This design comes from an exercise in tuning for small area on the open sky130 flow, not from production work.
The RTL was checked by simulation tests, not by an equivalence proof against the original design.

==> flow/design.v (outline; a module is shown in full before it is edited, if it fits) <==
// module FFT: 106 lines
// module Twiddle: 933 lines
module FFT(
input clk,
input rst_n,
input in_valid,
input signed [11:0] din_r,
input signed [11:0] din_i,
output out_valid,
output signed [15:0] dout_r,
output signed [15:0] dout_i
);
  // ...
==> flow/run.sh <==
#!/bin/bash
# synth_recipe.tcl (not shown) runs the flow's synth.tcl, then flattens the netlist and writes it again
# the make line also repeats each setting of config.mk as NAME=value (left out here)
make -C /OpenROAD-flow-scripts/flow DESIGN_CONFIG=/design/flow/config.mk WORK_HOME=/design/flow/orfs CLKGATE_MAP_FILE= SYNTH_SCRIPT=/design/flow/synth_recipe.tcl finish
==> flow/config.mk <==
export PLATFORM = sky130hd
export DESIGN_NAME = FFT
export DESIGN_NICKNAME = FFT
export VERILOG_FILES = /design/flow/design.v
export SDC_FILE = /design/flow/constraint.sdc
export NUM_CORES = 4
export LEC_CHECK = 0
export ABC_AREA = 1
export CAP_MARGIN = 20
export CORE_MARGIN = 2
export CORE_UTILIZATION = 40
export SLEW_MARGIN = 20
==> flow/constraint.sdc <==
create_clock -name core_clock -period 36.0 [get_ports {clk}]
set_input_delay 7.2000 -clock core_clock [delete_from_list [all_inputs] [get_ports {clk}]]
set_output_delay 7.2000 -clock core_clock [all_outputs]
set_load 0.01 [all_outputs]
==> impl_metrics.csv, run 1 <==
group,metric,value,unit
setup_path,crit_cells,49,
grt,grt_pass1_wl,185000,um
grt,grt_most_used_layer,"met2",
final_layout,seq_share,0.401,
setup_path,crit_path_end_kind,"register",
sta,period_needed,21920,ps
final_layout,final_cell_mix,"dfxtp_1, inv_1, nand2_1",
logic_synthesis,synth_fp_nets,5141,
setup_path,cpMaxStageDelayCell,"fa_1",
logic_synthesis,synth_most_common_cell,"dfxtp_1",
final_layout,clock_cell_area_share,0.0651,
place,dp_hpwl,87900,um
grt,use_met3,0.0356,
logic_synthesis,synth_flop_cell,"dfxtp_1",
min_path,hp-class,"register to register",
clock_network,htreeDepth,3,
sta,tightest_slew,1180,ps
floorplan,num_tap_cells,1512,
final_layout,design.seq.count,1034,
status,status,"complete, no violations",
setup_path,cp_top_family,"adder cells",
grt,grt.total_usage,0.207,
drt,wl_met2,53800,um
drt,avgViaCountPerCell,5.04,
floorplan,die_height,343,um
setup_path,crit_fanout,16,
logic_synthesis,yosysTopAreaCellShare,0.446,
logic_synthesis,synthDistinctLibCells,49,
==> module FFT, before the edit <==
module FFT(
input clk,
input rst_n,
input in_valid,
input signed [11:0] din_r,
input signed [11:0] din_i,
output out_valid,
output signed [15:0] dout_r,
output signed [15:0] dout_i
);
reg [31:0] R [0:31];       
reg [7:0]  t;              
reg        ov;             
reg        osel;           
wire run = in_valid | (t != 8'd0);
wire [7:0] tn = t + 8'd1;
wire [7:0] on1 = tn - 8'd103;
wire [7:0] on2 = tn - 8'd120;
always @(posedge clk or negedge rst_n) begin
	if (!rst_n) begin
		t    <= 8'd0;
		ov   <= 1'b0;
		osel <= 1'b0;
	end else begin
		if (run && t != 8'd160) t <= tn;
		ov   <= (on1 < 8'd16) || (on2 >= 8'd16 && on2 < 8'd32);
		osel <= (on1 < 8'd16) ? on1[0] : on2[0];
	end
end
assign out_valid = ov;
assign dout_r = osel ? R[23][31:16] : R[6][31:16];
assign dout_i = osel ? R[23][15:0]  : R[6][15:0];
function [15:0] radd(input [15:0] a, input [15:0] b, input ci);
	integer j;
	reg c;
	begin
		c = ci;
		for (j = 0; j < 16; j = j + 1) begin
			radd[j] = a[j] ^ b[j] ^ c;
			c = (a[j] & b[j]) | (a[j] & c) | (b[j] & c);
		end
	end
endfunction
function [31:0] cadd(input [31:0] a, input [31:0] b);
	cadd = {radd(a[31:16], b[31:16], 1'b0), radd(a[15:0], b[15:0], 1'b0)};
endfunction
function [31:0] csub(input [31:0] a, input [31:0] b);
	csub = {radd(a[31:16], ~b[31:16], 1'b1), radd(a[15:0], ~b[15:0], 1'b1)};
endfunction
wire [31:0] din = {{4{din_r[11]}}, din_r, {4{din_i[11]}}, din_i};
wire [7:0] t2  = t - 8'd24;
wire [7:0] t3  = t - 8'd47;
wire [7:0] t3f = t - 8'd51;
wire [7:0] t4  = t - 8'd51;
wire [7:0] t4f = t - 8'd53;
wire [7:0] t5  = t - 8'd53;
wire [7:0] tB  = t - 8'd85;
wire s1_in = (t < 8'd16);
wire s1_bf = (t >= 8'd16) && (t < 8'd32);
wire bf2  = (t2 < 8'd32) && t2[3];
wire bf3  = (t3 < 8'd32) && t3[2];
wire tw3  = (t3f < 8'd32) && t3f[2] && (t3f[1:0] != 2'd0);
wire bf4  = (t4 < 8'd32) && t4[1];
wire w84  = (t4f < 8'd32) && t4f[1] && t4f[0];
wire bf5  = (t5 < 8'd32) && t5[0];
wire exB  = (tB < 8'd32) && tB[1] && !tB[3];
wire [31:0] d1 = csub(R[15], din);
wire [31:0] d2 = csub(R[31], R[23]);
reg  [31:0] mz;
reg  [3:0]  mk;
always @(*) begin
	if (t < 8'd32) begin
		mz = d1;
		mk = t[3:0];
	end else if (t < 8'd56) begin
		mz = d2;
		mk = {t2[2:0], 1'b0};
	end else begin
		mz = R[18];
		mk = {t3f[1:0], 2'b00};
	end
end
wire [31:0] mo;
Twiddle TW(.k(mk), .z(mz), .o(mo));
wire [31:0] c1 = cadd(R[15], din);
wire [31:0] c2 = cadd(R[31], R[23]);
wire [31:0] d3 = csub(R[18], R[14]);
wire [31:0] c3 = cadd(R[18], R[14]);
wire [31:0] fw3 = bf3 ? c3 : (tw3 ? mo : R[18]);
wire [31:0] d4 = csub(R[20], fw3);
wire [31:0] c4 = cadd(R[20], fw3);
wire [31:0] fw4 = bf4 ? c4 : (w84 ? {R[20][15:0], radd(~R[20][31:16], 16'd0, 1'b1)} : R[20]);
wire [31:0] d5 = csub(R[21], fw4);
wire [31:0] c5 = cadd(R[21], fw4);
integer i;
always @(posedge clk) begin
	for (i = 1; i < 32; i = i + 1) R[i] <= R[i-1];
	R[0]  <= s1_in ? din : (s1_bf ? mo : (bf2 ? c2 : R[31]));
	R[16] <= s1_bf ? c1 : R[15];
	R[24] <= bf2 ? mo : R[23];
	R[15] <= bf3 ? d3 : (exB ? R[20] : R[14]);
	R[19] <= bf4 ? d4 : fw3;
	R[21] <= bf5 ? d5 : (exB ? R[14] : fw4);
	R[22] <= bf5 ? c5 : R[21];
end
endmodule
==> run 2, diff against run 1 <==
--- a/flow/design.v
+++ b/flow/design.v
@@ -48,4 +48,24 @@
 	csub = {radd(a[31:16], ~b[31:16], 1'b1), radd(a[15:0], ~b[15:0], 1'b1)};
 endfunction
+function [15:0] nadd(input [15:0] a, input [15:0] b, input ci, input [4:0] w);
+	integer j;
+	reg c;
+	begin
+		c = ci;
+		for (j = 0; j < 16; j = j + 1) begin
+			if (j < w) begin
+				nadd[j] = a[j] ^ b[j] ^ c;
+				c = (a[j] & b[j]) | (a[j] & c) | (b[j] & c);
+			end else
+				nadd[j] = nadd[w - 1];
+		end
+	end
+endfunction
+function [31:0] nsum(input [31:0] a, input [31:0] b, input [4:0] w);
+	nsum = {nadd(a[31:16], b[31:16], 1'b0, w), nadd(a[15:0], b[15:0], 1'b0, w)};
+endfunction
+function [31:0] ndif(input [31:0] a, input [31:0] b, input [4:0] w);
+	ndif = {nadd(a[31:16], ~b[31:16], 1'b1, w), nadd(a[15:0], ~b[15:0], 1'b1, w)};
+endfunction
 wire [31:0] din = {{4{din_r[11]}}, din_r, {4{din_i[11]}}, din_i};
 wire [7:0] t2  = t - 8'd24;
@@ -65,41 +85,39 @@
 wire bf5  = (t5 < 8'd32) && t5[0];
 wire exB  = (tB < 8'd32) && tB[1] && !tB[3];
-wire [31:0] d1 = csub(R[15], din);
-wire [31:0] d2 = csub(R[31], R[23]);
-reg  [31:0] mz;
-reg  [3:0]  mk;
-always @(*) begin
-	if (t < 8'd32) begin
-		mz = d1;
-		mk = t[3:0];
-	end else if (t < 8'd56) begin
-		mz = d2;
-		mk = {t2[2:0], 1'b0};
-	end else begin
-		mz = R[18];
-		mk = {t3f[1:0], 2'b00};
-	end
-end
+wire [31:0] d1 = ndif(R[15], din, 5'd13);
+wire [31:0] d2 = ndif(R[31], R[23], 5'd15);
+wire m1 = (t < 8'd32);
+wire m2 = !m1 && (t < 8'd56);
+wire m3 = !m1 && !m2;
+wire [31:0] mz = ({32{m1}} & d1) | ({32{m2}} & d2) | ({32{m3}} & R[18]);
+wire [3:0]  mk = m1 ? t[3:0] : (m2 ? {t2[2:0], 1'b0} : {t3f[1:0], 2'b00});
 wire [31:0] mo;
 Twiddle TW(.k(mk), .z(mz), .o(mo));
-wire [31:0] c1 = cadd(R[15], din);
-wire [31:0] c2 = cadd(R[31], R[23]);
+wire [31:0] c1 = nsum(R[15], din, 5'd13);
+wire [31:0] c2 = nsum(R[31], R[23], 5'd15);
 wire [31:0] d3 = csub(R[18], R[14]);
 wire [31:0] c3 = cadd(R[18], R[14]);
-wire [31:0] fw3 = bf3 ? c3 : (tw3 ? mo : R[18]);
+wire p3 = !bf3 && !tw3;
+wire [31:0] fw3 = ({32{bf3}} & c3) | ({32{tw3}} & mo) | ({32{p3}} & R[18]);
 wire [31:0] d4 = csub(R[20], fw3);
 wire [31:0] c4 = cadd(R[20], fw3);
-wire [31:0] fw4 = bf4 ? c4 : (w84 ? {R[20][15:0], radd(~R[20][31:16], 16'd0, 1'b1)} : R[20]);
+wire p4 = !bf4 && !w84;
+wire [31:0] fw4 = ({32{bf4}} & c4) | ({32{w84}} & {R[20][15:0], radd(~R[20][31:16], 16'd0, 1'b1)}) | ({32{p4}} & R[20]);
 wire [31:0] d5 = csub(R[21], fw4);
 wire [31:0] c5 = cadd(R[21], fw4);
+wire s0_mo = s1_bf;
+wire s0_c2 = !s1_in && !s1_bf && bf2;
+wire s0_p  = !s1_in && !s1_bf && !bf2;
+wire s15_p = !bf3 && !exB;
+wire s21_p = !bf5 && !exB;
 integer i;
 always @(posedge clk) begin
 	for (i = 1; i < 32; i = i + 1) R[i] <= R[i-1];
-	R[0]  <= s1_in ? din : (s1_bf ? mo : (bf2 ? c2 : R[31]));
+	R[0]  <= ({32{s1_in}} & din) | ({32{s0_mo}} & mo) | ({32{s0_c2}} & c2) | ({32{s0_p}} & R[31]);
 	R[16] <= s1_bf ? c1 : R[15];
 	R[24] <= bf2 ? mo : R[23];
-	R[15] <= bf3 ? d3 : (exB ? R[20] : R[14]);
+	R[15] <= ({32{bf3}} & d3) | ({32{exB}} & R[20]) | ({32{s15_p}} & R[14]);
 	R[19] <= bf4 ? d4 : fw3;
-	R[21] <= bf5 ? d5 : (exB ? R[14] : fw4);
+	R[21] <= ({32{bf5}} & d5) | ({32{exB}} & R[14]) | ({32{s21_p}} & fw4);
 	R[22] <= bf5 ? c5 : R[21];
 end
--- a/flow/config.mk
+++ b/flow/config.mk
@@ -7,6 +7,9 @@
 export LEC_CHECK = 0
 export ABC_AREA = 1
-export CAP_MARGIN = 20
+export CAP_MARGIN = 10
 export CORE_MARGIN = 2
 export CORE_UTILIZATION = 40
-export SLEW_MARGIN = 20
+export CTS_BUF_LIST = sky130_fd_sc_hd__clkbuf_16
+export CTS_CLUSTER_DIAMETER = 100
+export CTS_CLUSTER_SIZE = 22
+export SLEW_MARGIN = 10
==> run 2 against run 1 <==
  * Synthesized cell count decreased by 8.9%
  * Non-clock buffer count decreased by 5
  * Largest cell class is now sequential cells
  * Clock skew increased by 21 ps
  * Sequential share of layout area increased by 2.7 points
  * Die area decreased by 3.1%
  * Critical path type unchanged
  * Still clean
  * Count of clock-buffer cells in the layout decreased by 77
  * Via count decreased by 7.5%
  * Core utilization decreased by 1.5 points
  * Global-route usage increased by 0.95 points
  * Highest routed layer unchanged
==> impl_metrics.csv, run 2 <==
group,metric,value,unit
status,status,"complete, no violations",
sta,hold_viol,0,
floorplan,die_w,338,um
drt,wl_per_cell,21.5,um
setup_path,cp.buffers_inverters,9,
min_path,holdCritStartpoint,"R[16][13]",
sta,min_period_over_period,0.623,
drt,routed_wl,121000,um
final_layout,fillers,10487,
logic_synthesis,ys_top_cells_by_count,"dfxtp_1, inv_1, nand2_1, fa_1, o22ai_1",
grt,antenna_found_initial,3,
final_layout,largest_register_ffs,1024,
sta,tns,0,ps
logic_synthesis,synth_fp_nets,4752,
clock_network,clock_sinks,1034,
drt,vias,28854,
clock_network,cts_tree,"built",
setup_path,cp_top_family,"adder cells",
floorplan,num_rows,122,
sta,slew_violations,0,
drt,drtIter0Drc,2691,
sta,fin_skew,48.9,ps
floorplan,dieArea,114000,um^2
clock_network,cts_hold_buf,0,
logic_synthesis,synth_flop_cell,"dfxtp_1",
final_layout,nets,4767,
min_path,hp-class,"register to register",
floorplan,die_height,338,um
grt,gr-total-overflow,0,
sta,rsz0062_at_grt,"false",
floorplan,core,111000,um^2
logic_synthesis,yosysTopAreaCell,"dfxtp_1",
sta,setup_viol,0,
floorplan,initial_core_util,0.403,
logic_synthesis,yosysTopAreaCellShare,0.460,
grt,grt_pass1_wl,183000,um
drt,drc,0,
job,maxCapViolations,0,
logic_synthesis,synthArstFlopShare,0.00967,
clock_network,cts-root-buf,"clkbuf_16",
logic_synthesis,synthTopCellsByArea,"dfxtp_1, fa_1, inv_1",
floorplan,top_level_ports,60,
min_path,hold_end,"R[17][13]",
final_layout,multi_input_area,20700,um^2
min_path,min_path_cells,0,
setup_path,cp.required,36500,ps
setup_path,reg2reg_slack,20350,ps
setup_path,cpMaxStageDelayCell,"fa_1",
final_layout,largest_register,"R",
clock_network,clk_pin_slew,100,ps
clock_network,clock_latency,670,ps
drt,dr.pass1.iters,5,
place,dp_hpwl,89000,um
sta,worst_slack,13580,ps
logic_synthesis,synth_edf_count,0,
final_layout,seq_area,20800,um^2
final_layout,largestRegisters,"R: 1024 flops, t: 8 flops",
clock_network,htreeDepth,2,
setup_path,crit_path_frequent_cell,"fa_1",
grt,grt.total_usage,0.216,
setup_path,max_stage_delay,650,ps
setup_path,worstReg2RegStart,"R[23][0]",
place,preCtsSetupSlack,12990,ps
setup_path,rr_worst_depth,48,
logic_synthesis,avgSynthCellArea,10.7,um^2
sta,period_needed,22430,ps
final_layout,area_growth,8.75,%
final_layout,drive_gt1_frac,0.0570,
setup_path,crit_fanout,15,
logic_synthesis,synthDistinctLibCells,54,
final_layout,final_core_util,0.438,
clock_network,cts_buffers,53,
logic_synthesis,ys_seq_area_frac,0.466,
logic_synthesis,ys_ff_latch,1034,
grt,grt_max_degree,63,
setup_path,start_kind,"input port",
logic_synthesis,synth_most_common_cell,"dfxtp_1",
grt,grt_pass1_vias,29001,
logic_synthesis,synthesis.area,44600,um^2
setup_path,arrival,22930,ps
clock_network,postCtsSetupBuffers,0,
drt,drt.antenna.violating_nets,0,
logic_synthesis,ys_warn_count,2,
place,port_buffers,59,
drt,avgViaCountPerCell,5.10,
setup_path,path_class,"input port to register",
place,gp_congestion,0.984,
final_layout,final_cell_mix,"dfxtp_1, inv_1, nand2_1",
clock_network,clk_path_buf_depth,3,
logic_synthesis,syn_inst,4153,
final_layout,final_common_cell,"dfxtp_1",
sta,tightest_slew,1140,ps
sta,clock.fmax,44.6,MHz
setup_path,crit_path_end_kind,"register",
setup_path,r2r_end,"R[21][14]",
final_layout,diodes,0,
clock_network,cts-resized-gates,0,
sta,slew_headroom,0.234,
==> run 2: cell types whose count changed after synthesis, sizes merged, moves of 36 or more <==
cell / delta
o21ai: -148
nand2: -91
a21oi: -83
o221ai: +77
o211ai: -54
clkbuf: -49
a221oi: +42
fa: +40
o22ai: -36
==> run 2: through the flow <==
stage	cells	area, um^2	hold slack (ps)
2_1_floorplan	4153	44600	310
3_3_place_gp	5601	47000	310
3_5_place_dp	5601	47000	312
4_1_cts	5662	48500	309
5_1_grt	5662	48500	304
6_report	5662	48500	308
==> run 2: layout make-up <==
type / count / area share
Clock inverter: 7 / 0.00155
Timing Repair Buffer: 140 / 0.0247
Sequential cell: 1034 / 0.428
Clock buffer: 54 / 0.0279
Multi-Input combinational cell: 2259 / 0.426
Inverter: 680 / 0.0528
Tap cell: 1488 / 0.0384
==> run 2: worst register-to-register path: cells and delay by family (launching register included) <==
kind,cells,cell delay [ps]
simple gates,1,70
fa+ha+maj,28,12170
flops,1,410
buf+inv,9,960
compound gates,9,1690
xor+xnor,1,180
==> run 2: worst max path at each step <==
stage	startpoint	endpoint	depth (start not counted)
after CTS	din_i[0]	R[21][15]	51
after floorplan	din_i[0]	R[21][31]	46
after global routing	din_i[0]	R[22][14]	50
after detailed placement	din_i[0]	R[21][14]	46
final	din_i[0]	R[21][14]	49
after global placement	din_i[0]	R[21][15]	49
==> run 2: kinds of logic after synthesis <==
family	Yosys count	share of synthesized area
xor+xnor	237	0.0466
mux	6	0.00152
buf+inv	860	0.0737
simple gates	771	0.0730
compound gates	673	0.0972
flops	1034	0.466
fa+ha+maj	572	0.242
==> run 2: per-layer routing <==
layer	GRT usage	wire [um]
met1	0.294	51400
met2	0.334	53600
met3	0.0399	9990
met4	0.103	6510
met5	0	8
==> run 3, diff against run 2 <==
==> flow/config.mk (replaced) <==
export PLATFORM = sky130hd
export DESIGN_NAME = FFT
export DESIGN_NICKNAME = FFT
export VERILOG_FILES = /design/flow/design.v
export SDC_FILE = /design/flow/constraint.sdc
export NUM_CORES = 4
export LEC_CHECK = 0
export ABC_AREA = 1
export CAP_MARGIN = 20
export CORE_MARGIN = 2
export CORE_UTILIZATION = 40
export SLEW_MARGIN = 20
==> run 3 against run 2 <==
  * Area after synthesis unchanged
  * First-iteration DRC count down 4.3%
  * Largest cell class unchanged
==> impl_metrics.csv, run 3 <==
group,metric,value,unit
logic_synthesis,synth_fp_nets,4752,
setup_path,cpMaxStageDelayCell,"fa_1",
floorplan,die_w,338,um
floorplan,die_height,338,um
sta,worst_slack,13550,ps
logic_synthesis,avgSynthCellArea,10.7,um^2
sta,slew_headroom,0.291,
sta,fin_skew,41.7,ps
clock_network,clk_pin_slew,60,ps
place,preCtsSetupSlack,12990,ps
grt,grt_pass1_wl,187000,um
logic_synthesis,yosysTopAreaCell,"dfxtp_1",
sta,tns,0,ps
setup_path,cp.required,36510,ps
final_layout,nets,4810,
logic_synthesis,ys_ff_latch,1034,
final_layout,multi_input_area,20700,um^2
grt,grt.total_usage,0.220,
logic_synthesis,synth_edf_count,0,
grt,gr-total-overflow,0,
drt,dr.pass1.iters,8,
sta,slew_violations,0,
grt,grt_pass1_vias,29799,
logic_synthesis,ys_warn_count,2,
place,gp_congestion,0.984,
job,maxCapViolations,0,
setup_path,crit_path_end_kind,"register",
setup_path,cp.buffers_inverters,9,
logic_synthesis,yosysTopAreaCellShare,0.460,
drt,routed_wl,123000,um
floorplan,top_level_ports,60,
logic_synthesis,synthTopCellsByArea,"dfxtp_1, fa_1, inv_1",
status,status,"complete, no violations",
grt,grt_max_degree,63,
setup_path,cp_top_family,"adder cells",
drt,drtIter0Drc,2574,
floorplan,dieArea,114000,um^2
drt,avgViaCountPerCell,5.09,
clock_network,postCtsSetupBuffers,0,
clock_network,cts_hold_buf,0,
logic_synthesis,synthArstFlopShare,0.00967,
clock_network,cts_buffers,96,
clock_network,clock_latency,690,ps
logic_synthesis,synth_flop_cell,"dfxtp_1",
final_layout,final_core_util,0.457,
drt,vias,29418,
drt,drc,0,
logic_synthesis,ys_seq_area_frac,0.466,
clock_network,cts_tree,"built",
logic_synthesis,ys_top_cells_by_count,"dfxtp_1, inv_1, nand2_1, fa_1, o22ai_1",
clock_network,cts-root-buf,"clkbuf_16",
final_layout,drive_gt1_frac,0.0806,
clock_network,cts-resized-gates,0,
grt,antenna_found_initial,2,
setup_path,crit_fanout,15,
setup_path,start_kind,"input port",
clock_network,clk_path_buf_depth,3,
place,dp_hpwl,89000,um
min_path,hp-class,"register to register",
final_layout,fin_area,50500,um^2
sta,setup_viol,0,
sta,min_period_over_period,0.624,
sta,period_needed,22450,ps
clock_network,htreeDepth,3,
final_layout,final_cells,5784,
sta,tightest_slew,1050,ps
setup_path,crit_path_frequent_cell,"fa_1",
final_layout,final_common_cell,"dfxtp_1",
floorplan,initial_core_util,0.403,
final_layout,final_cell_mix,"dfxtp_1, inv_1, nand2_1",
final_layout,largestRegisters,"R: 1024 flops, t: 8 flops",
place,port_buffers,59,
drt,drt.antenna.violating_nets,0,
place,place_area,47000,um^2
clock_network,clock_sinks,1034,
sta,rsz0062_at_grt,"false",
final_layout,largest_register_ffs,1024,
final_layout,largest_register,"R",
final_layout,seq_area,20800,um^2
logic_synthesis,syn_inst,4153,
logic_synthesis,synthDistinctLibCells,54,
floorplan,num_rows,122,
sta,clock.fmax,44.6,MHz
floorplan,core,111000,um^2
logic_synthesis,synth_most_common_cell,"dfxtp_1",
final_layout,fillers,10297,
sta,hold_viol,0,
place,place_inst,5601,
logic_synthesis,synthesis.area,44600,um^2
setup_path,arrival,22960,ps
setup_path,max_stage_delay,660,ps
drt,wl_per_cell,21.3,um
final_layout,area_growth,13.3,%
setup_path,path_class,"input port to register",
## run 3: cell count changes in the layout (fill, tap and decap cells not counted), sizes merged
cell | before | now
inv | 675 | 676
clkinv | 12 | 34
clkinvlp | 0 | 11
diode | 0 | 3
bufinv | 0 | 11
clkbuf | 54 | 128
## run 3: worst paths after layout
check,slack [ps],cells past startpoint,startpoint,endpoint
min,310,0,R[8][20],R[9][20]
max in group asynchronous,28780,1,rst_n,osel
min reg2reg,310,0,R[8][20],R[9][20]
min in group asynchronous,6850,1,rst_n,t[7]
max,13550,49,din_i[0],R[21][14]
max reg2reg,20310,52,t[5],R[21][31]
## run 3: worst register-to-register path, delay by kind of cell (launching register included)
family	cells	cell delay, ps
AO/OA/AOI/OAI	6	1250
flip-flops	1	580
adder cells (fa/ha/maj)	21	9270
XOR/XNOR	1	190
buffers and inverters	12	2230
AND/OR/NAND/NOR	12	2040
## run 3: metrics by stage
stage,hold WS (ps)
finish,306
global route,307
CTS,302
detailed placement,312
global placement,310
floorplan,310
## run 3: area by class of cell
| type | instances | share of cell area |
|---|---|---|
| Clock buffer | 128 | 0.0540 |
| Clock inverter | 52 | 0.0141 |
| Tap cell | 1488 | 0.0369 |
| Multi-Input combinational cell | 2259 | 0.409 |
| Antenna cell | 3 | 0.000149 |
| Inverter | 680 | 0.0507 |
| Sequential cell | 1034 | 0.411 |
| Timing Repair Buffer | 140 | 0.0237 |
## run 3: cells by family after synthesis
family                     count (synthesis)  synth area share
and+or+nand+nor                          771            0.0730
adders and majority gates                572             0.242
xor gates and xnor gates                 237            0.0466
DFF                                     1034             0.466
muxes                                      6           0.00152
AOI/OAI and AO/OA                        673            0.0972
buffers and inverters                    860            0.0737
## run 3: per-layer routing
metal  routed length (um)  global-route usage  vias to the layer above  part of all wire
met5                    0                   0                        -                 0
met4                 6760               0.112                        0             0.055
met3                10800              0.0446                      289             0.088
met2                54100               0.336                     1321              0.44
met1                51400               0.297                    14518              0.42
li1                     -                   -                    13290                 -
==> run 4, diff against run 3 <==
--- a/flow/design.v
+++ b/flow/design.v
@@ -15,6 +15,4 @@
 wire run = in_valid | (t != 8'd0);
 wire [7:0] tn = t + 8'd1;
-wire [7:0] on1 = tn - 8'd103;
-wire [7:0] on2 = tn - 8'd120;
 always @(posedge clk or negedge rst_n) begin
 	if (!rst_n) begin
@@ -24,6 +22,6 @@
 	end else begin
 		if (run && t != 8'd160) t <= tn;
-		ov   <= (on1 < 8'd16) || (on2 >= 8'd16 && on2 < 8'd32);
-		osel <= (on1 < 8'd16) ? on1[0] : on2[0];
+		ov   <= (t >= 8'd102 && t < 8'd118) || (t >= 8'd135 && t < 8'd151);
+		osel <= (t < 8'd118) ? t[0] : !t[0];
 	end
 end
@@ -69,27 +67,29 @@
 endfunction
 wire [31:0] din = {{4{din_r[11]}}, din_r, {4{din_i[11]}}, din_i};
-wire [7:0] t2  = t - 8'd24;
-wire [7:0] t3  = t - 8'd47;
-wire [7:0] t3f = t - 8'd51;
-wire [7:0] t4  = t - 8'd51;
-wire [7:0] t4f = t - 8'd53;
-wire [7:0] t5  = t - 8'd53;
-wire [7:0] tB  = t - 8'd85;
+wire w_s1  = (t < 8'd32);
+wire w2    = (t >= 8'd24) && (t < 8'd56);
+wire w3    = (t >= 8'd47) && (t < 8'd79);
+wire w3f   = (t >= 8'd51) && (t < 8'd83);
+wire w5    = (t >= 8'd53) && (t < 8'd85);
+wire wB    = (t >= 8'd85) && (t < 8'd117);
+wire [2:0] u47 = t[2:0] + 3'd1;     
+wire [2:0] u51 = t[2:0] + 3'd5;     
+wire [3:0] u85 = t[3:0] + 4'd11;    
 wire s1_in = (t < 8'd16);
-wire s1_bf = (t >= 8'd16) && (t < 8'd32);
-wire bf2  = (t2 < 8'd32) && t2[3];
-wire bf3  = (t3 < 8'd32) && t3[2];
-wire tw3  = (t3f < 8'd32) && t3f[2] && (t3f[1:0] != 2'd0);
-wire bf4  = (t4 < 8'd32) && t4[1];
-wire w84  = (t4f < 8'd32) && t4f[1] && t4f[0];
-wire bf5  = (t5 < 8'd32) && t5[0];
-wire exB  = (tB < 8'd32) && tB[1] && !tB[3];
+wire s1_bf = w_s1 && t[4];
+wire bf2  = w2 && !t[3];
+wire bf3  = w3 && u47[2];
+wire tw3  = w3f && u51[2] && (u51[1:0] != 2'd0);
+wire bf4  = w3f && u51[1];
+wire w84  = w5 && (t[1:0] == 2'd0);
+wire bf5  = w5 && !t[0];
+wire exB  = wB && u85[1] && !u85[3];
 wire [31:0] d1 = ndif(R[15], din, 5'd13);
 wire [31:0] d2 = ndif(R[31], R[23], 5'd15);
-wire m1 = (t < 8'd32);
+wire m1 = w_s1;
 wire m2 = !m1 && (t < 8'd56);
 wire m3 = !m1 && !m2;
 wire [31:0] mz = ({32{m1}} & d1) | ({32{m2}} & d2) | ({32{m3}} & R[18]);
-wire [3:0]  mk = m1 ? t[3:0] : (m2 ? {t2[2:0], 1'b0} : {t3f[1:0], 2'b00});
+wire [3:0]  mk = m1 ? t[3:0] : (m2 ? {t[2:0], 1'b0} : {u51[1:0], 2'b00});
 wire [31:0] mo;
 Twiddle TW(.k(mk), .z(mz), .o(mo));
--- a/flow/config.mk
+++ b/flow/config.mk
@@ -7,6 +7,10 @@
 export LEC_CHECK = 0
 export ABC_AREA = 1
-export CAP_MARGIN = 20
+export CAP_MARGIN = 10
 export CORE_MARGIN = 2
-export CORE_UTILIZATION = 40
-export SLEW_MARGIN = 20
+export CORE_UTILIZATION = 60
+export CTS_BUF_LIST = sky130_fd_sc_hd__clkbuf_16
+export CTS_CLUSTER_DIAMETER = 100
+export CTS_CLUSTER_SIZE = 22
+export PLACE_DENSITY = 0.75
+export SLEW_MARGIN = 10
==> run 4 against run 3 <==
  * Area after synthesis fell by 0.74%
  * Global-route usage increased by 6.7 points
  * Wire length is 14% lower
  * Maximum frequency rose by 3.1%
  * Largest cell class unchanged
  * Highest routed layer is now met5
==> impl_metrics.csv, run 4 <==
group,metric,value,unit
floorplan,num_rows,99,
floorplan,die_height,276,um
final_layout,largest_register,"R",
logic_synthesis,synthTopCellsByArea,"dfxtp_1, fa_1, inv_1",
floorplan,initial_core_util,0.606,
setup_path,reg2reg_slack,20750,ps
sta,hold_viol,0,
final_layout,largestRegisters,"R: 1024 flops, t: 8 flops",
final_layout,diodes,0,
final_layout,area_growth,7.28,%
logic_synthesis,synthesis.area,44200,um^2
final_layout,seq_area,20800,um^2
logic_synthesis,avgSynthCellArea,10.9,um^2
setup_path,max_stage_delay,570,ps
final_layout,fillers,5567,
final_layout,multi_input_area,20500,um^2
place,preCtsSetupSlack,13590,ps
final_layout,final_cells,5024,
drt,dr.pass1.iters,8,
clock_network,cts_hold_buf,0,
setup_path,arrival,22280,ps
clock_network,cts_tree,"built",
place,port_buffers,59,
drt,drt-met1-wl,43600,um
final_layout,largest_register_ffs,1024,
drt,drtIter0Drc,2670,
grt,grt.total_usage,0.287,
logic_synthesis,synthArstFlopShare,0.00967,
drt,vias,28392,
logic_synthesis,ys_top_cells_by_count,"dfxtp_1, inv_1, fa_1, nand2_1, o22ai_1",
drt,drt.antenna.violating_nets,0,
logic_synthesis,ys_seq_area_frac,0.469,
sta,worst_slack,14240,ps
logic_synthesis,synth_edf_count,0,
logic_synthesis,ys_ff_latch,1034,
clock_network,cts_buffers,55,
logic_synthesis,synth_most_common_cell,"dfxtp_1",
sta,fin_skew,25.6,ps
place,gp_congestion,1.02,
setup_path,crit_path_frequent_cell,"fa_1",
final_layout,final_core_util,0.650,
final_layout,nets,4651,
logic_synthesis,yosysTopAreaCell,"dfxtp_1",
drt,wl_per_cell,21.1,um
final_layout,drive_gt1_frac,0.0573,
drt,drc,0,
drt,wl_met2,47300,um
clock_network,cts-resized-gates,0,
setup_path,path_class,"input port to register",
sta,slew_headroom,0.191,
clock_network,htreeDepth,2,
drt,routed_wl,106000,um
clock_network,clock_latency,650,ps
sta,slew_violations,0,
grt,grt_pass1_vias,28955,
clock_network,clk_pin_slew,100,ps
job,maxCapViolations,0,
floorplan,dieArea,75900,um^2
sta,period_needed,21760,ps
logic_synthesis,syn_inst,4050,
floorplan,core,73000,um^2
clock_network,cts-root-buf,"clkbuf_16",
min_path,hp-class,"register to register",
setup_path,crit_fanout,16,
sta,setup_viol,0,
grt,antenna_found_initial,2,
floorplan,top_level_ports,60,
status,status,"complete, no violations",
grt,gr-total-overflow,0,
sta,tns,0,ps
setup_path,cpMaxStageDelayCell,"fa_1",
setup_path,cp.required,36520,ps
sta,tightest_slew,1210,ps
drt,top_layer,"met5",
logic_synthesis,synthDistinctLibCells,54,
clock_network,clock_sinks,1034,
final_layout,final_cell_mix,"dfxtp_1, inv_1, fa_1",
sta,clock.fmax,46.0,MHz
grt,grt_max_degree,59,
sta,min_period_over_period,0.604,
logic_synthesis,ys_warn_count,2,
clock_network,clk_path_buf_depth,3,
setup_path,crit_path_end_kind,"register",
drt,avgViaCountPerCell,5.65,
clock_network,postCtsSetupBuffers,0,
drt,wl_met3,8790,um
final_layout,final_common_cell,"dfxtp_1",
logic_synthesis,synth_flop_cell,"dfxtp_1",
grt,grt_pass1_wl,165000,um
floorplan,die_w,276,um
logic_synthesis,yosysTopAreaCellShare,0.463,
sta,rsz0062_at_grt,"false",
place,place_inst,4956,
logic_synthesis,synth_fp_nets,4647,
setup_path,start_kind,"input port",
place,dp_hpwl,77100,um
[run 4: changes by cell type after synthesis, moves of 14 or more]
cell,before,now
a31oi_1,11,30
a22oi_1,27,41
inv_1,656,595
nand2_1,514,451
o22ai_1,216,246
a221oi_1,43,27
o21ai_0,157,140
o21a_1,5,33
a21oi_1,92,68
[run 4: stage by stage]
step                cell area [um^2]  hold slack (ps)
floorplan                      44200              310
global placement               45900              309
detailed placement             45900              312
CTS                            47400              322
global route                   47400              323
finish                         47400              319
[run 4: metal layers]
metal	up-vias	global-route usage
met4	2	0.147
met3	321	0.0589
met2	1243	0.445
met5	-	0
li1	12862	-
met1	13964	0.384
[run 4: logic make-up after synthesis]
group           Yosys count  synth area share
compound gates          687             0.100
xor+xnor                241            0.0479
fa+ha+maj               570             0.244
buf+inv                 804            0.0698
flops                  1034             0.469
mux                       6           0.00153
simple gates            708            0.0678
[run 4: critical path: cells and delay by family]
kind / cells / cell delay (ps)
adder cells (fa/ha/maj): 29 / 12100
AO/OA/AOI/OAI: 6 / 1260
XOR/XNOR: 1 / 190
AND/OR/NAND/NOR: 3 / 210
buffers and inverters: 9 / 1290
[run 4: worst paths after layout]
path | startpoint | end | cells after the start
min in group asynchronous | rst_n | t[0] | 1
hold reg to reg | R[19][27] | R[20][27] | 0
hold / removal | R[19][27] | R[20][27] | 0
setup / recovery | din_i[0] | R[21][15] | 48
max in group asynchronous | rst_n | osel | 1
setup reg to reg | R[23][0] | R[21][15] | 47
[run 4: layout make-up]
cell class,instances,area share
multi-input cells,2212,0.431
clock buffers,56,0.0295
inverters,616,0.0487
flip-flops and latches,1034,0.437
well taps,959,0.0253
repair buffers,135,0.0245
clock inverters,12,0.00335
==> run 5, diff against run 4 <==
--- a/flow/config.mk
+++ b/flow/config.mk
@@ -9,8 +9,7 @@
 export CAP_MARGIN = 10
 export CORE_MARGIN = 2
-export CORE_UTILIZATION = 60
+export CORE_UTILIZATION = 40
 export CTS_BUF_LIST = sky130_fd_sc_hd__clkbuf_16
 export CTS_CLUSTER_DIAMETER = 100
 export CTS_CLUSTER_SIZE = 22
-export PLACE_DENSITY = 0.75
 export SLEW_MARGIN = 10
==> run 5 against run 4 <==
  * Still clean
  * Wire length rose by 3.3%
  * Non-clock buffer count rose by 4
  * Clock skew is 1.9 ps higher
  * Flip-flop and latch count stayed put
  * Final cell count is 10% higher
  * Critical path type unchanged
==> impl_metrics.csv, run 5 <==
group,metric,value,unit
setup_path,cpMaxStageDelayCell,"fa_1",
sta,tns,0,ps
setup_path,cp.buffers_inverters,9,
final_layout,final_cells,5548,
logic_synthesis,ys_ff_latch,1034,
logic_synthesis,avgSynthCellArea,10.9,um^2
drt,routed_wl,109000,um
sta,setup_viol,0,
grt,grt.total_usage,0.198,
logic_synthesis,ys_seq_area_frac,0.469,
clock_network,cts_buffers,56,
min_path,hp-class,"register to register",
logic_synthesis,syn_inst,4050,
final_layout,final_common_cell,"dfxtp_1",
final_layout,largest_register,"R",
logic_synthesis,synthArstFlopShare,0.00967,
place,preCtsSetupSlack,13450,ps
drt,top_layer,"met5",
floorplan,core,109000,um^2
final_layout,largestRegisters,"R: 1024 flops, t: 8 flops",
final_layout,fin_area,48200,um^2
setup_path,cp.required,36540,ps
setup_path,crit_path_end_kind,"register",
drt,wl_per_cell,19.7,um
clock_network,htreeDepth,2,
sta,hold_viol,0,
place,place_area,46600,um^2
clock_network,postCtsSetupBuffers,0,
drt,vias,27790,
place,dp_hpwl,80700,um
floorplan,die_height,337,um
floorplan,initial_core_util,0.405,
logic_synthesis,synthesis.area,44200,um^2
floorplan,dieArea,113000,um^2
floorplan,die_w,337,um
clock_network,clk_path_buf_depth,3,
clock_network,clock_latency,670,ps
setup_path,cp_top_family,"adder cells",
final_layout,final_core_util,0.441,
clock_network,clock_sinks,1034,
setup_path,max_stage_delay,610,ps
logic_synthesis,yosysTopAreaCellShare,0.463,
drt,drtIter0Drc,2448,
logic_synthesis,synthDistinctLibCells,54,
drt,wl_met2,49500,um
sta,rsz0062_at_grt,"false",
clock_network,cts_hold_buf,0,
final_layout,nets,4656,
grt,antenna_found_initial,7,
floorplan,top_level_ports,60,
setup_path,arrival,22300,ps
clock_network,cts_tree,"built",
grt,grt_max_degree,61,
setup_path,start_kind,"input port",
status,status,"complete, no violations",
final_layout,drive_gt1_frac,0.0597,
logic_synthesis,synth_flop_cell,"dfxtp_1",
place,gp_congestion,0.957,
final_layout,area_growth,8.87,%
final_layout,final_cell_mix,"dfxtp_1, inv_1, fa_1",
floorplan,num_rows,121,
logic_synthesis,synth_fp_nets,4647,
clock_network,clk_pin_slew,90,ps
setup_path,crit_path_frequent_cell,"fa_1",
setup_path,path_class,"input port to register",
sta,min_period_over_period,0.604,
sta,clock.fmax,46.0,MHz
sta,fin_skew,27.5,ps
grt,grt_pass1_wl,171000,um
place,port_buffers,59,
grt,grt_pass1_vias,28461,
sta,slew_violations,0,
logic_synthesis,synth_edf_count,0,
drt,dr.pass1.iters,5,
drt,avgViaCountPerCell,5.01,
logic_synthesis,yosysTopAreaCell,"dfxtp_1",
final_layout,fillers,10308,
drt,drt-met1-wl,47400,um
final_layout,largest_register_ffs,1024,
place,place_inst,5477,
setup_path,reg2reg_slack,20770,ps
logic_synthesis,synth_most_common_cell,"dfxtp_1",
grt,gr-total-overflow,0,
clock_network,cts-resized-gates,0,
sta,period_needed,21760,ps
drt,drt.antenna.violating_nets,0,
drt,drc,0,
logic_synthesis,synthTopCellsByArea,"dfxtp_1, fa_1, inv_1",
sta,tightest_slew,1130,ps
drt,wl_met3,8010,um
setup_path,crit_fanout,16,
clock_network,cts-root-buf,"clkbuf_16",
job,maxCapViolations,0,
logic_synthesis,ys_top_cells_by_count,"dfxtp_1, inv_1, fa_1, nand2_1, o22ai_1",
sta,worst_slack,14240,ps
sta,slew_headroom,0.244,
logic_synthesis,ys_warn_count,2,
-- run 5: cells by family (layout without fill, tap and decap cells) --
| family | after synthesis | in the layout | synth area share |
|---|---|---|---|
| AO/OA/AOI/OAI | 687 | 687 | 0.100 |
| XOR/XNOR | 241 | 241 | 0.0479 |
| adder cells (fa/ha/maj) | 570 | 570 | 0.244 |
| buffers and inverters | 804 | 825 | 0.0698 |
| flip-flops | 1034 | 1034 | 0.469 |
| multiplexers | 6 | 6 | 0.00153 |
| other | 0 | 1 | 0 |
| AND/OR/NAND/NOR | 708 | 708 | 0.0678 |
-- run 5: layout make-up --
cell class / instances / area, um^2 / area share
timing repair buffer: 139 / 1190 / 0.0247
clock buffer: 57 / 1430 / 0.0296
inverter: 616 / 2310 / 0.0480
multi-input combinational: 2212 / 20500 / 0.425
sequential: 1034 / 20800 / 0.431
antenna: 1 / 2.50 / 0.0000520
clock inverter: 13 / 135 / 0.00281
tap: 1476 / 1850 / 0.0384
-- run 5: worst paths after layout --
kind                          start  cells after the start   endpoint
min reg2reg                R[17][1]                      0   R[18][1]
max in group asynchronous     rst_n                      1       osel
min                        R[17][1]                      0   R[18][1]
max reg2reg                R[23][0]                     47  R[21][15]
min in group asynchronous     rst_n                      1         ov
max                        din_i[0]                     48  R[21][15]
-- run 5: through the flow --
stage               hold slack, ps
floorplan                      310
global route                   316
CTS                            316
finish                         314
detailed placement             312
global placement               310
-- run 5: metal layers --
layer / vias up / GRT usage
met2: 937 / 0.312
li1: 12859 / -
met1: 13806 / 0.267
met5: - / 0
met4: 10 / 0.0743
met3: 178 / 0.0422
==> run 6, diff against run 5 <==
==> flow/flow/run.sh (new file) <==
#!/bin/bash
# The standard layout, with Yosys's early ABC pass (in synth's "fine" step) skipped, so that
# the full adders written in the RTL reach extract_fa in their own polarity. The final ABC
# mapping, the registers and their names are as in the standard synthesis.
set -euo pipefail
bash standard.sh SYNTH_ARGS=-noabc finish > flow_make.log 2>&1
==> flow/standard.sh (new file) <==
#!/bin/bash
# synth_recipe.tcl (not shown) runs the flow's synth.tcl, then flattens the netlist and writes it again
# the make line also repeats each setting of config.mk as NAME=value (left out here)
make -C /OpenROAD-flow-scripts/flow DESIGN_CONFIG=/design/flow/config.mk WORK_HOME=/design/flow/orfs CLKGATE_MAP_FILE= SYNTH_SCRIPT=/design/flow/synth_recipe.tcl "${@:-finish}"
removed: flow/run.sh
==> run 6 against run 5 <==
  * Still clean on timing, DRC and antenna
  * Area after synthesis is 2.1% lower
  * Setup slack worse by 600 ps
  * Worst hold slack worse by 1.6 ps
  * Clock skew is 11 ps higher
  * Register-to-register slack worse by 670 ps
  * Final cell count is 7.5% lower
  * Maximum frequency is 2.7% lower
  * Highest routed layer unchanged
==> impl_metrics.csv, run 6 <==
group,metric,value,unit
drt,drc,0,
logic_synthesis,avgSynthCellArea,11.7,um^2
logic_synthesis,synth_flop_cell,"dfxtp_1",
sta,clock.fmax,44.7,MHz
logic_synthesis,synth_most_common_cell,"dfxtp_1",
logic_synthesis,ys_ff_latch,1034,
floorplan,top_level_ports,60,
drt,drt.antenna.violating_nets,0,
floorplan,core,107000,um^2
sta,hold_viol,0,
floorplan,die_height,333,um
logic_synthesis,syn_inst,3701,
grt,grt_pass1_vias,27756,
logic_synthesis,ys_warn_count,2,
clock_network,cts-root-buf,"clkbuf_16",
drt,vias,26819,
drt,routed_wl,112000,um
grt,gr-total-overflow,0,
setup_path,cpMaxStageDelayCell,"fa_1",
place,dp_hpwl,80100,um
final_layout,final_cells,5132,
logic_synthesis,synthDistinctLibCells,52,
final_layout,final_cell_mix,"dfxtp_1, fa_1, nand2_1",
logic_synthesis,yosysTopAreaCell,"dfxtp_1",
grt,antenna_found_initial,4,
logic_synthesis,synth_fp_nets,4331,
clock_network,cts_hold_buf,0,
clock_network,cts-resized-gates,0,
clock_network,clk_path_buf_depth,3,
logic_synthesis,synthesis.area,43300,um^2
setup_path,crit_path_frequent_cell,"fa_1",
logic_synthesis,ys_seq_area_frac,0.479,
place,port_buffers,59,
drt,wl_per_cell,21.8,um
clock_network,clock_sinks,1034,
place,place_inst,5069,
floorplan,die_w,333,um
drt,drtIter0Drc,2176,
min_path,hp-class,"register to register",
logic_synthesis,ys_top_cells_by_count,"dfxtp_1, fa_1, nand2_1, inv_1, o22ai_1",
sta,period_needed,22360,ps
setup_path,cp.required,36530,ps
final_layout,area_growth,8.76,%
final_layout,final_common_cell,"dfxtp_1",
sta,min_period_over_period,0.621,
setup_path,max_stage_delay,580,ps
logic_synthesis,synthArstFlopShare,0.00967,
final_layout,drive_gt1_frac,0.0716,
floorplan,dieArea,111000,um^2
drt,avgViaCountPerCell,5.23,
clock_network,htreeDepth,2,
final_layout,nets,4352,
clock_network,cts_tree,"built",
logic_synthesis,synthTopCellsByArea,"dfxtp_1, fa_1, xor2_1",
sta,tightest_slew,1040,ps
logic_synthesis,yosysTopAreaCellShare,0.474,
logic_synthesis,synth_edf_count,0,
place,gp_congestion,0.876,
grt,grt_max_degree,56,
job,maxCapViolations,0,
sta,fin_skew,38.4,ps
clock_network,cts_buffers,54,
floorplan,num_rows,120,
floorplan,initial_core_util,0.404,
clock_network,clock_latency,660,ps
sta,slew_headroom,0.308,
final_layout,largest_register,"R",
clock_network,clk_pin_slew,90,ps
setup_path,cp.buffers_inverters,4,
sta,tns,0,ps
status,status,"complete, no violations",
final_layout,fillers,9975,
drt,dr.pass1.iters,5,
sta,setup_viol,0,
setup_path,cp_top_family,"adder cells",
final_layout,largest_register_ffs,1024,
clock_network,postCtsSetupBuffers,0,
setup_path,crit_path_end_kind,"register",
final_layout,largestRegisters,"R: 1024 flops, t: 8 flops",
sta,slew_violations,0,
setup_path,crit_fanout,16,
grt,grt_pass1_wl,173000,um
setup_path,path_class,"input port to register",
setup_path,start_kind,"input port",
sta,rsz0062_at_grt,"false",
grt,grt.total_usage,0.204,
setup_path,arrival,22890,ps
run 6: cell count changes after synthesis, moves of 17 or more:
| cell | previous run | this run |
|---|---|---|
| xor2_1 | 206 | 189 |
| o21ai_0 | 140 | 216 |
| o21a_1 | 33 | 0 |
| o211ai_1 | 14 | 36 |
| nand2_1 | 451 | 410 |
| a31oi_1 | 30 | 2 |
| mux2_2 | 6 | 30 |
| inv_1 | 595 | 292 |
| nor2_1 | 134 | 79 |
| ha_1 | 85 | 110 |
run 6: per-layer routing:
metal | share of wire | track usage | wire (um) | vias up
li1 | - | - | - | 12124
met1 | 0.43 | 0.280 | 48600 | 13382
met2 | 0.45 | 0.318 | 50500 | 1094
met3 | 0.078 | 0.0426 | 8780 | 215
met4 | 0.036 | 0.0719 | 4030 | 4
met5 | 0.00021 | 0 | 24 | -
run 6: area by class of cell:
cell class | instances | area, um^2 | area share
Antenna cell | 1 | 2.50 | 0.0000532
Clock buffer | 54 | 1350 | 0.0287
Clock inverter | 8 | 93.8 | 0.00199
Inverter | 317 | 1190 | 0.0253
Multi-Input combinational cell | 2169 | 20700 | 0.439
Sequential cell | 1034 | 20800 | 0.441
Tap cell | 1403 | 1760 | 0.0373
Timing Repair Buffer | 146 | 1240 | 0.0264
run 6: worst register-to-register path, delay by kind of cell (launching register included):
family	cells	cell delay [ps]
fa+ha+maj	29	13310
flops	1	430
compound gates	6	1200
buf+inv	4	480
simple gates	3	200
xor+xnor	1	170
run 6: worst paths after layout:
path	depth (start not counted)	end	slack [ps]	start
setup reg to reg	43	R[22][15]	20100	R[31][16]
hold reg to reg	0	R[13][30]	310	R[12][30]
min in group asynchronous	1	t[2]	6900	rst_n
hold / removal	0	R[13][30]	310	R[12][30]
setup / recovery	43	R[21][31]	13640	din_i[0]
max in group asynchronous	1	osel	28710	rst_n
run 6: logic make-up after synthesis:
logic type | after synthesis | synth area share
AND/OR/NAND/NOR | 595 | 0.0595
buffers and inverters | 498 | 0.0446
AO/OA/AOI/OAI | 709 | 0.102
XOR/XNOR | 232 | 0.0473
adder cells (fa/ha/maj) | 603 | 0.260
multiplexers | 30 | 0.00780
flip-flops | 1034 | 0.479
run 6: stage by stage:
step                      instance area [um^2]  hold slack, ps  setup slack [ps]   util
final                                    47100             313             13640  0.439
after global placement                   45600             310             13080  0.426
after global routing                     47100             319             12950  0.439
after CTS                                47100             316             13620  0.439
after detailed placement                 45600             312             12940  0.426
after floorplan                          43300             310             14270      -
==> run 7, diff against run 6 <==
--- a/flow/config.mk
+++ b/flow/config.mk
@@ -12,4 +12,4 @@
 export CTS_BUF_LIST = sky130_fd_sc_hd__clkbuf_16
 export CTS_CLUSTER_DIAMETER = 100
-export CTS_CLUSTER_SIZE = 22
+export CTS_CLUSTER_SIZE = 27
 export SLEW_MARGIN = 10
==> run 7 against run 6 <==
  * Flip-flop and latch count did not move
  * Clock skew rose by 2.2 ps
  * Largest cell class unchanged
  * Die area did not move
  * Critical endpoint is now R[22][15]
  * Design area fell by 0.59%
  * Sequential share of layout area rose by 0.26 points
  * Critical path depth did not move
  * Area after synthesis did not move
==> impl_metrics.csv, run 7 <==
group,metric,value,unit
setup_path,rr_worst_depth,43,
sta,period_needed,22380,ps
clock_network,cts_hold_buf,0,
clock_network,cts-resized-gates,0,
setup_path,crit_end,"R[22][15]",
grt,grt_pass1_wl,172000,um
logic_synthesis,ys_ff_latch,1034,
job,maxCapViolations,0,
drt,routed_wl,112000,um
grt,grt_pass1_vias,27585,
clock_network,clk_path_buf_depth,3,
drt,drc,0,
logic_synthesis,avgSynthCellArea,11.7,um^2
clock_network,cts-root-buf,"clkbuf_16",
setup_path,r2r_end,"R[22][15]",
logic_synthesis,synth_edf_count,0,
floorplan,die_w,333,um
setup_path,max_stage_delay,580,ps
drt,drt.antenna.violating_nets,0,
logic_synthesis,synth_most_common_cell,"dfxtp_1",
grt,use_met1,0.280,
logic_synthesis,ys_top_cells_by_count,"dfxtp_1, fa_1, nand2_1, inv_1, o22ai_1",
drt,drtIter0Drc,2253,
floorplan,top_level_ports,60,
setup_path,reg2reg_slack,20080,ps
place,gp_congestion,0.876,
logic_synthesis,yosysTopAreaCell,"dfxtp_1",
clock_network,htreeDepth,2,
grt,grt.total_usage,0.203,
drt,wl_per_cell,21.8,um
place,port_buffers,59,
grt,grt_use_met2,0.319,
logic_synthesis,ys_warn_count,2,
setup_path,cp.required,36530,ps
final_layout,final_cell_mix,"dfxtp_1, fa_1, nand2_1",
place,dp_hpwl,80100,um
floorplan,dieArea,111000,um^2
setup_path,worstReg2RegStart,"R[31][16]",
setup_path,start_kind,"input port",
floorplan,core,107000,um^2
sta,slew_violations,0,
min_path,hp-class,"register to register",
clock_network,clock_latency,650,ps
final_layout,area_growth,8.12,%
setup_path,arrival,22910,ps
clock_network,cts_tree,"built",
status,status,"complete, no violations",
sta,hold_viol,0,
drt,vias,26714,
setup_path,cpMaxStageDelayCell,"fa_1",
logic_synthesis,ys_seq_area_frac,0.479,
sta,min_period_over_period,0.622,
logic_synthesis,yosysTopAreaCellShare,0.474,
setup_path,path_class,"input port to register",
clock_network,clk_pin_slew,100,ps
sta,setup_viol,0,
sta,rsz0062_at_grt,"false",
sta,tns,0,ps
drt,avgViaCountPerCell,5.22,
grt,antenna_found_initial,7,
grt,grt_most_used_layer,"met2",
logic_synthesis,synth_flop_cell,"dfxtp_1",
logic_synthesis,synthArstFlopShare,0.00967,
sta,slew_headroom,0.304,
final_layout,largest_register,"R",
clock_network,postCtsSetupBuffers,0,
setup_path,crit_start,"din_i[0]",
final_layout,diodes,0,
setup_path,crit_path_frequent_cell,"fa_1",
sta,whs,315,ps
sta,fin_skew,40.6,ps
grt,use_met3,0.0406,
grt,gr-total-overflow,0,
clock_network,cts_buffers,44,
grt,grt_max_degree,56,
floorplan,die_height,333,um
logic_synthesis,synthDistinctLibCells,52,
sta,tightest_slew,1040,ps
final_layout,nets,4342,
setup_path,crit_fanout,16,
logic_synthesis,synth_fp_nets,4331,
logic_synthesis,syn_inst,3701,
floorplan,num_rows,120,
final_layout,fillers,9997,
final_layout,drive_gt1_frac,0.0686,
final_layout,final_common_cell,"dfxtp_1",
setup_path,crit_path_end_kind,"register",
final_layout,largestRegisters,"R: 1024 flops, t: 8 flops",
final_layout,largest_register_ffs,1024,
floorplan,initial_core_util,0.404,
logic_synthesis,synthesis.area,43300,um^2
logic_synthesis,synthTopCellsByArea,"dfxtp_1, fa_1, xor2_1",
clock_network,clock_sinks,1034,
drt,dr.pass1.iters,5,
sta,clock.fmax,44.7,MHz
-- run 7: cell families after synthesis --
family / after synthesis / share of synthesized area
flip-flops: 1034 / 0.479
XOR/XNOR: 232 / 0.0473
AO/OA/AOI/OAI: 709 / 0.102
multiplexers: 30 / 0.00780
buffers and inverters: 498 / 0.0446
AND/OR/NAND/NOR: 595 / 0.0595
adder cells (fa/ha/maj): 603 / 0.260
-- run 7: worst max-delay path, delay by kind of cell --
family | cells | cell delay, ps
compound gates | 6 | 1160
xor+xnor | 1 | 180
fa+ha+maj | 29 | 13250
buf+inv | 4 | 880
simple gates | 3 | 200
-- run 7: how the worst min path moves through the flow --
stage / from / to / slack [ps] / depth (start not counted)
after CTS: R[11][11] / R[12][11] / 320 / 0
after global placement: R[9][12] / R[10][12] / 310 / 0
after global routing: R[11][11] / R[12][11] / 320 / 0
final: R[11][11] / R[12][11] / 310 / 0
after floorplan: R[9][0] / R[10][0] / 310 / 0
after detailed placement: R[9][27] / R[10][27] / 310 / 0
-- run 7: area by class of cell --
class | instances | area (um^2) | area share
tap | 1403 | 1760 | 0.0375
sequential | 1034 | 20800 | 0.443
timing repair buffer | 146 | 1240 | 0.0266
clock inverter | 5 | 45.0 | 0.000962
clock buffer | 45 | 1130 | 0.0241
multi-input combinational | 2169 | 20700 | 0.442
inverter | 317 | 1190 | 0.0255
-- run 7: layer usage --
layer	wire (um)	vias up
li1	-	12101
met1	48600	13282
met2	50300	1100
met3	8610	225
met4	4160	6
met5	37	-
-- run 7: stage by stage --
step                      std cells  worst slack, ps   util  instance area, um^2
after global placement         5069            13080  0.426                45600
after CTS                      5119            13600  0.437                46800
after detailed placement       5069            12940  0.426                45600
final                          5119            13630  0.437                46800
after floorplan                3701            14270      -                43300
after global routing           5119            12940  0.437                46800
==> run 8, diff against run 7 <==
==> flow/flow/run.sh (replaced) <==
#!/bin/bash
# The standard layout, with two changes:
# - Yosys's early ABC pass (in synth's "fine" step) is skipped, so that the full adders written
#   in the RTL reach extract_fa in their own polarity. The final ABC mapping, the registers and
#   their names are as in the standard synthesis.
# - every port still gets its own buffer, but the smallest one (buf_1).
set -euo pipefail
bash standard.sh SYNTH_ARGS=-noabc "BUFFER_PORTS_ARGS=-buffer_cell sky130_fd_sc_hd__buf_1" finish > flow_make.log 2>&1
--- a/flow/config.mk
+++ b/flow/config.mk
@@ -9,7 +9,8 @@
 export CAP_MARGIN = 10
 export CORE_MARGIN = 2
-export CORE_UTILIZATION = 40
+export CORE_UTILIZATION = 55
 export CTS_BUF_LIST = sky130_fd_sc_hd__clkbuf_16
 export CTS_CLUSTER_DIAMETER = 100
 export CTS_CLUSTER_SIZE = 27
+export PLACE_DENSITY = 0.7
 export SLEW_MARGIN = 10
==> run 8 against run 7 <==
  * Sequential share of layout area is 0.74 points higher
  * Core utilization is 16 points higher
  * Still clean on timing, DRC and antenna
  * Global-route usage up 6.7 points
  * Final cell count down 7.1%
==> impl_metrics.csv, run 8 <==
group,metric,value,unit
clock_network,cts_hold_buf,0,
grt,gr-total-overflow,0,
setup_path,worstReg2RegStart,"R[31][0]",
drt,top_layer,"met5",
grt,grt_max_degree,63,
setup_path,cp.buffers_inverters,4,
clock_network,clock_latency,640,ps
place,dp_hpwl,75800,um
logic_synthesis,synthTopCellsByArea,"dfxtp_1, fa_1, xor2_1",
drt,drtIter0Drc,2823,
setup_path,crit_path_end_kind,"register",
sta,hold_viol,0,
logic_synthesis,ys_seq_area_frac,0.479,
sta,tns,0,ps
min_path,min_path_cells,0,
grt,antenna_found_initial,7,
logic_synthesis,synth_edf_count,0,
floorplan,num_rows,102,
logic_synthesis,avgSynthCellArea,11.7,um^2
sta,period_needed,22030,ps
sta,min_period_over_period,0.612,
drt,vias,27217,
drt,wl_per_cell,22.7,um
logic_synthesis,ys_ff_latch,1034,
logic_synthesis,syn_inst,3701,
final_layout,multi_input_area,20700,um^2
final_layout,seq_area,20800,um^2
logic_synthesis,synthDistinctLibCells,52,
setup_path,rr_worst_depth,44,
drt,routed_wl,108000,um
clock_network,clock_sinks,1034,
floorplan,initial_core_util,0.557,
clock_network,cts-root-buf,"clkbuf_16",
drt,dr.pass1.iters,8,
logic_synthesis,synth_flop_cell,"dfxtp_1",
min_path,hold_end,"R[13][8]",
final_layout,nets,4336,
floorplan,core,77700,um^2
drt,wl_met3,10100,um
place,port_buffers,59,
floorplan,die_height,285,um
drt,drc,0,
sta,tightest_slew,1210,ps
clock_network,cts-resized-gates,0,
logic_synthesis,ys_warn_count,2,
logic_synthesis,ys_top_cells_by_count,"dfxtp_1, fa_1, nand2_1, inv_1, o22ai_1",
drt,drt-met1-wl,43500,um
logic_synthesis,synth_fp_nets,4331,
drt,wl_met2,49700,um
grt,grt_pass1_vias,27940,
sta,setup_viol,0,
min_path,holdCritStartpoint,"R[12][8]",
logic_synthesis,yosysTopAreaCell,"dfxtp_1",
status,status,"complete, no violations",
final_layout,final_common_cell,"dfxtp_1",
logic_synthesis,synth_most_common_cell,"dfxtp_1",
setup_path,crit_path_frequent_cell,"fa_1",
setup_path,cpMaxStageDelayCell,"fa_1",
clock_network,clk_pin_slew,100,ps
drt,drt.antenna.violating_nets,0,
floorplan,die_w,285,um
setup_path,cp_top_family,"adder cells",
final_layout,largest_register_ffs,1024,
sta,rsz0062_at_grt,"false",
clock_network,postCtsSetupBuffers,0,
final_layout,largestRegisters,"R: 1024 flops, t: 8 flops",
floorplan,dieArea,81000,um^2
setup_path,cp.required,36510,ps
setup_path,crit_fanout,16,
final_layout,area_growth,6.35,%
final_layout,fillers,6312,
setup_path,r2r_end,"R[22][15]",
setup_path,arrival,22550,ps
setup_path,reg2reg_slack,20000,ps
setup_path,path_class,"input port to register",
grt,grt_pass1_wl,168000,um
drt,avgViaCountPerCell,5.72,
sta,clock.fmax,45.4,MHz
final_layout,largest_register,"R",
logic_synthesis,synthArstFlopShare,0.00967,
clock_network,clk_path_buf_depth,3,
job,maxCapViolations,0,
final_layout,drive_gt1_frac,0.0687,
final_layout,final_cell_mix,"dfxtp_1, fa_1, nand2_1",
setup_path,start_kind,"input port",
setup_path,max_stage_delay,560,ps
clock_network,htreeDepth,2,
sta,fin_skew,34.8,ps
min_path,hp-class,"register to register",
clock_network,cts_tree,"built",
sta,slew_violations,0,
logic_synthesis,synthesis.area,43300,um^2
logic_synthesis,yosysTopAreaCellShare,0.474,
clock_network,cts_buffers,45,
sta,slew_headroom,0.195,
floorplan,top_level_ports,60,
place,gp_congestion,0.895,
grt,grt.total_usage,0.271,
-- run 8: cell counts after synthesis --
Identical to the previous run, type by type.
-- run 8: metal layers --
metal	vias to the layer above	global-route usage
li1	12108	-
met1	13420	0.367
met2	1377	0.428
met3	310	0.0561
met4	2	0.107
met5	-	0
-- run 8: worst max-delay path by stage --
stage	from	end	slack (ps)	cells after the start
floorplan	din_i[0]	R[22][15]	14270	41
global placement	din_i[0]	R[22][15]	13480	43
detailed placement	din_i[0]	R[21][15]	13360	43
CTS	din_i[0]	R[22][15]	13980	43
global route	din_i[0]	R[21][15]	13250	43
finish	din_i[0]	R[22][15]	13970	44
-- run 8: cell type report --
cell class / instances / area share
tap: 1040 / 0.0283
antenna: 5 / 0.000272
inverter: 317 / 0.0259
timing repair buffer: 139 / 0.0179
clock inverter: 7 / 0.00223
sequential: 1034 / 0.451
clock buffer: 46 / 0.0250
multi-input combinational: 2169 / 0.450
-- run 8: per-stage QoR --
step                      hold slack, ps  cells  setup WS, ps  instance area, um^2   util
after CTS                            316   4752         13980                46000  0.592
final                                319   4757         13970                46000  0.592
after global placement               310   4699         13480                44800  0.576
after floorplan                      310   3701         14270                43300      -
after detailed placement             312   4699         13360                44800  0.576
after global routing                 322   4752         13250                46000  0.592
-- run 8: logic make-up after synthesis --
logic type,count (synthesis),share of synthesized area
flip-flops,1034,0.479
AO/OA/AOI/OAI,709,0.102
adder cells (fa/ha/maj),603,0.260
AND/OR/NAND/NOR,595,0.0595
buffers and inverters,498,0.0446
XOR/XNOR,232,0.0473
multiplexers,30,0.00780

==> re-timing with driven ports <==
Ports are ideal in the flow. The routed layouts listed here were re-timed in OpenROAD. Step 1, drivers: a clkbuf_16 drives clk and a buf_2 each remaining input, both assumed. Step 2, shift: input delay + t, output delay - t, t = (earliest + latest rising clock arrival at the registers) / 2. This alone moves slack from input paths to output paths. Slacks: no drivers / after step 1 / after step 2; pairs: no drivers / after step 1.
run | t (ns) | setup slack, ns | worst register clock-pin slew, ns | worst slew at a driven data input, ns | cell pins on the clock port's net
run 1 | 0.749 | 14.084 / 14.127 / 13.378 | 0.07 / 0.07 | 0.07 | 1
run 2 | 0.714 | 13.575 / 13.599 / 12.885 | 0.10 / 0.10 | 0.19 | 1
run 3 | 0.737 | 13.553 / 13.578 / 12.841 | 0.07 / 0.07 | 0.19 | 1
run 4 | 0.697 | 14.238 / 14.228 / 13.531 | 0.10 / 0.10 | 0.07 | 1
run 5 | 0.716 | 14.239 / 14.093 / 13.377 | 0.10 / 0.10 | 0.20 | 1
run 6 | 0.696 | 13.643 / 13.668 / 12.973 | 0.10 / 0.10 | 0.20 | 1
run 7 | 0.691 | 13.625 / 13.653 / 12.962 | 0.11 / 0.11 | 0.19 | 1
run 8 | 0.687 | 13.965 / 14.000 / 13.313 | 0.12 / 0.12 | 0.16 | 1
After both steps every run listed still meets setup and hold. The setup slack of run 5, which loses most, moves by -0.146 ns with the drivers and by -0.862 ns with both steps.
